Context: an optimization exercise on an open-source flow, tuned for small area, a short achievable clock period and few clock cycles per item. The choices shown serve that exercise and are no tape-out recipe.
Function was checked by simulation only, so behaviour that the tests miss may differ from the original.

==> inputs of build 93 <==
==> flow/design.v <==
`timescale 1ns / 1ps
module DEC(a, d);
    parameter DATAWIDTH = 8;
    input [DATAWIDTH-1:0] a;
    output reg [DATAWIDTH-1:0] d;
    always @ (a) begin
        d <= a - 1;
    end
endmodule
`timescale 1ns / 1ps
module INC(a, d);
    parameter DATAWIDTH = 0;
    input [DATAWIDTH-1:0] a;
    output reg [DATAWIDTH-1:0] d;
    always @ (a) begin
       d <= a + 1;
    end
endmodule
`timescale 1ns / 1ps
module MOD(a, b, rem);
    parameter DATAWIDTH = 0;
    input [DATAWIDTH-1:0] a, b;
    output reg [DATAWIDTH-1:0] rem;
    always @ (a, b) begin
       rem <= a % b;
    end
endmodule
`timescale 1ns / 1ps
module COMP(a, b, gt, lt, eq);
    parameter DATAWIDTH = 2;
    input [DATAWIDTH-1:0] a, b;
    output reg gt, lt, eq;
    always @ (a, b) begin
        gt <= 0; lt <= 0; eq <= 0;
        if(a > b)
            gt <= 1;
        else if(a < b) 
            lt <= 1;
        else 
            eq <= 1;
    end
endmodule
`timescale 1ns / 1ps
module MUX2x1(a, b, sel, d);
    parameter DATAWIDTH = 2;
    input [DATAWIDTH-1:0] a, b;
    input sel;
    output reg [DATAWIDTH-1:0] d;
    always @ (a, b, sel) begin
        if(~sel)
            d <= a;
        else
            d <= b;
    end
endmodule
`timescale 1ns / 1ps
module REG(d, clk, rst, q);
    parameter DATAWIDTH = 16;
    input [DATAWIDTH-1:0] d;
    input clk, rst;
    output reg [DATAWIDTH-1:0] q;
    always @(posedge clk) begin
        if(rst)
            q <= 0;
        else 
            q <= d;
    end
endmodule
`timescale 1ns / 1ps
module circuit8(a, b, c, zero, clk, rst, start, z, done);
    input [63:0] a, b, c, zero;
    input clk, rst;
    input start;
    output [63:0] z;
    output done;
    wire [63:0] e, f, g, zwire;
    wire  gEQz;
    DEC     #(.DATAWIDTH(64))   DEC_0(a, e);
    INC     #(.DATAWIDTH(64))   INC_0(c, f);
    MOD     #(.DATAWIDTH(64))   MOD_0(a, c, g);
    COMP    #(.DATAWIDTH(64))   COMP_0(.a(g), .b(zero), .eq(gEQz));
    MUX2x1  #(.DATAWIDTH(64))   MUX2x1_0(f, e, gEQz, zwire);
    REG     #(.DATAWIDTH(64))   REG_0(zwire, clk, rst, z);
    REG     #(.DATAWIDTH(1))    REG_1(start, clk, rst, done);
endmodule
==> flow/run.sh <==
#!/bin/bash
# synth_recipe.tcl (not shown) runs the flow's synth.tcl, then flattens the netlist and writes it again
# the make line also repeats each setting of config.mk as NAME=value (left out here)
make -C /OpenROAD-flow-scripts/flow DESIGN_CONFIG=/design/flow/config.mk WORK_HOME=/design/flow/orfs CLKGATE_MAP_FILE= SYNTH_SCRIPT=/design/flow/synth_recipe.tcl finish
==> flow/config.mk <==
export PLATFORM = sky130hd
export DESIGN_NAME = circuit8
export DESIGN_NICKNAME = circuit8
export VERILOG_FILES = /design/flow/design.v
export SDC_FILE = /design/flow/constraint.sdc
export NUM_CORES = 4
export LEC_CHECK = 0
export CAP_MARGIN = 20
export CORE_MARGIN = 2
export CORE_UTILIZATION = 25
export SETUP_SLACK_MARGIN = 5
export SLEW_MARGIN = 20
==> flow/constraint.sdc <==
create_clock -name core_clock -period 250.0 [get_ports {clk}]
set_input_delay 50.0000 -clock core_clock [delete_from_list [all_inputs] [get_ports {clk}]]
set_output_delay 50.0000 -clock core_clock [all_outputs]
set_load 0.01 [all_outputs]
==> trial 19: changes against build 93 <==
==> flow/design.v (replaced) <==
module DEC(a, d);
    parameter DATAWIDTH = 8;
    input  [DATAWIDTH-1:0] a;
    output [DATAWIDTH-1:0] d;
    wire [DATAWIDTH:0] bw;
    assign bw[0] = 1'b1;
    genvar i;
    generate
        for (i = 0; i < DATAWIDTH; i = i + 1) begin : b
            assign d[i] = a[i] ^ bw[i];
            assign bw[i+1] = bw[i] & ~a[i];
        end
    endgenerate
endmodule
module INC(a, d);
    parameter DATAWIDTH = 8;
    input  [DATAWIDTH-1:0] a;
    output [DATAWIDTH-1:0] d;
    wire [DATAWIDTH:0] cy;
    assign cy[0] = 1'b1;
    genvar i;
    generate
        for (i = 0; i < DATAWIDTH; i = i + 1) begin : b
            assign d[i] = a[i] ^ cy[i];
            assign cy[i+1] = cy[i] & a[i];
        end
    endgenerate
endmodule
module MOD(R, D, first, rk, dsh, gm1);
    parameter K = 8;
    localparam NG = (64 + K - 1) / K;
    localparam DW = 64 + K - 1;
    localparam SB = (NG > 32) ? 6 : (NG > 16) ? 5 : (NG > 8) ? 4 : (NG > 4) ? 3 : 2;
    input  [63:0]     R;
    input  [DW-1:0]   D;
    input             first;
    output reg [63:0]   rk;
    output reg [DW-1:0] dsh;
    output reg [5:0]    gm1;
    function [5:0] lzg;
        input [63:0] x;
        integer i;
        reg [K*NG-1:0] xe;
        begin
            xe = {x, {(K*NG-64){1'b0}}};
            lzg = NG - 1;
            for (i = NG - 1; i >= 0; i = i - 1)
                if (|xe[K*NG-1-K*i -: K]) lzg = i;
        end
    endfunction
    function [64:0] subge;
        input [63:0] a, b;
        reg [63:0] p, gg, pp;
        integer l, j;
        begin
            p  = a ^ ~b;
            gg = a & ~b;
            gg[0] = gg[0] | p[0];       
            pp = p;
            for (l = 0; l < 6; l = l + 1)
                for (j = (2 << l) - 1; j < 64; j = j + (2 << l)) begin
                    gg[j] = gg[j] | (pp[j] & gg[j - (1 << l)]);
                    pp[j] = pp[j] & pp[j - (1 << l)];
                end
            for (l = 4; l >= 0; l = l - 1)
                for (j = (3 << l) - 1; j < 64; j = j + (2 << l)) begin
                    gg[j] = gg[j] | (pp[j] & gg[j - (1 << l)]);
                    pp[j] = pp[j] & pp[j - (1 << l)];
                end
            subge = {gg[63], p ^ {gg[62:0], 1'b1}};
        end
    endfunction
    reg [6:0]    gw;
    reg [64:0]   t;
    reg [DW-1:0] dv;
    integer i;
    always @* begin
        gw  = {1'b0, lzg(D[63:0])} - {1'b0, lzg(R)};
        gm1 = (first && !gw[6]) ? gw[5:0] : 6'd0;
        dsh = first ? {D[63:0], {(K-1){1'b0}}} : D;
        for (i = 0; i < SB; i = i + 1)
            if (gm1[i]) dsh = dsh << (K << i);
        rk = R;
        for (i = 0; i < K; i = i + 1) begin
            dv = dsh >> i;
            t = subge(rk, dv[63:0]);
            if (t[64] && (dv >> 64) == 0)
                rk = t[63:0];
        end
    end
endmodule
`timescale 1ns / 1ps
module COMP(a, b, gt, lt, eq);
    parameter DATAWIDTH = 2;
    input [DATAWIDTH-1:0] a, b;
    output reg gt, lt, eq;
    always @ (a, b) begin
        gt <= 0; lt <= 0; eq <= 0;
        if(a > b)
            gt <= 1;
        else if(a < b) 
            lt <= 1;
        else 
            eq <= 1;
    end
endmodule
`timescale 1ns / 1ps
module MUX2x1(a, b, sel, d);
    parameter DATAWIDTH = 2;
    input [DATAWIDTH-1:0] a, b;
    input sel;
    output reg [DATAWIDTH-1:0] d;
    always @ (a, b, sel) begin
        if(~sel)
            d <= a;
        else
            d <= b;
    end
endmodule
`timescale 1ns / 1ps
module REG(d, clk, rst, q);
    parameter DATAWIDTH = 16;
    input [DATAWIDTH-1:0] d;
    input clk, rst;
    output reg [DATAWIDTH-1:0] q;
    always @(posedge clk) begin
        if(rst)
            q <= 0;
        else 
            q <= d;
    end
endmodule
module circuit8(a, b, c, zero, clk, rst, start, z, done);
    input [63:0] a, b, c, zero;
    input clk, rst;
    input start;
    output [63:0] z;
    output done;
    localparam K  = 8;                 
    localparam DW = 64 + K - 1;        
    reg         busy, first, done_r;
    reg  [5:0]  cnt;                   
    reg  [63:0] Zr;                    
    reg  [63:0] R;                     
    reg  [63:0] ZR;                    
    reg  [DW-1:0] D;                   
    wire [63:0]   rk;
    wire [DW-1:0] dsh;
    wire [5:0]    gm1;
    MOD #(.K(K)) steps (.R(R), .D(D), .first(first), .rk(rk), .dsh(dsh), .gm1(gm1));
    wire fin = first ? (gm1 == 6'd0) : (cnt == 6'd0);
    wire [63:0] cfin = dsh[K-1 +: 64];
    wire eq = (rk == ZR);
    wire [63:0] am1, cp1;
    DEC #(.DATAWIDTH(64)) dec0 (.a(Zr), .d(am1));
    INC #(.DATAWIDTH(64)) inc0 (.a(cfin), .d(cp1));
    wire [63:0] res = eq ? am1 : cp1;
    always @(posedge clk) begin
        if (start) begin
            Zr <= a;
            R  <= a;
            D  <= {{(K-1){1'b0}}, c};
            ZR <= zero;
        end else begin
            R <= rk;
            D <= dsh >> K;
            if (busy && fin) Zr <= res;
        end
    end
    always @(posedge clk) begin
        if (rst) begin
            busy <= 1'b0;
            done_r <= 1'b0;
            first <= 1'b0;
            cnt <= 6'd0;
        end else if (start) begin
            busy <= 1'b1;
            done_r <= 1'b0;
            first <= 1'b1;
            cnt <= 6'd0;
        end else begin
            first <= 1'b0;
            cnt <= first ? gm1 - 6'd1 : cnt - 6'd1;
            done_r <= busy & fin;
            if (fin) busy <= 1'b0;
        end
    end
    assign z = Zr;
    assign done = done_r;
endmodule
==> comparison table <==
item	trial 19	build 93
First-pass GRT wire length	340000 um	1206000 um
Slew at the pin closest to its max-slew limit	1.365 ns	1.376 ns
Fraction of synthesized cell area taken by the top area cell type	16.89%	20.73%
Worst setup path startpoint	start	c[35]
Global Route Usage Sum	24.56%	30.99%
Count of buffer and inverter cells on the critical path	3	224
Post-synthesis sequential area ratio	14.07%	1.004%
Placeable Area	185600 sq um	516600 sq um
Hold-critical path endpoint	busy	REG_1.q
Cell with the biggest individual delay on the critical path	buf_4	clkdlybuf4s50_1
Routed wl met3	29500 um	79090 um
Via count	49.84k	187.0k
Gate count after technology mapping	5987	19.72k
Multi-In Gates	5020	18.25k
Area after DPL	52760 sq um	195200 sq um
Share of cells above drive strength 1	5.866%	30.88%
Number of search-and-repair iterations in the first detailed-routing pass	8	9
Outcome	timing/DRC/antenna clean	timing/DRC/antenna clean
Clock-cell share of area	1.981%	0.1475%
Total number of placement rows	158	264
Number of DRC markers after the initial detailed-route iteration	6470	20.55k
Number of enable-type register cells in the synthesized netlist	128	0
M2 GR Usage	36.07%	47.85%
Initial core utilization	25.21%	25.09%
Testbench counts of build 93, summed over its fixed seeds: cycles 12,000, items 12,000.
Testbench counts of trial 19, summed over its fixed seeds: cycles 51,579, items 12,000.

==> what the ideal ports hide <==
Ports are ideal in the flow. The routed layouts listed here were re-timed in OpenROAD.
Step 1, drivers: a clkbuf_16 drives clk and a buf_2 each remaining input, both assumed.
Step 2 adds t to the input delays and takes it off the output delays; t is the mean of the earliest and latest rising clock arrival at the registers after step 1. Input paths then give back, and output paths get back, about the clock's delay inside the block.
a / b / c = ideal ports / drivers / drivers and shift; a / b = the first two.
run | t (ns) | setup WS [ns] | worst hold slack (ns) | worst setup path after step 2
build 93 | 0.379 | 10.070 / 10.058 / 9.679 | 50.213 / 50.195 / 50.574 | input to register
trial 19 | 0.736 | 197.800 / 197.825 / 197.089 | 0.524 / 0.524 / 0.524 | input to register
After both steps every run listed still meets setup and hold. For trial 19, which loses most, drivers alone change the setup slack by +0.025 ns; drivers and shift together by -0.711 ns.
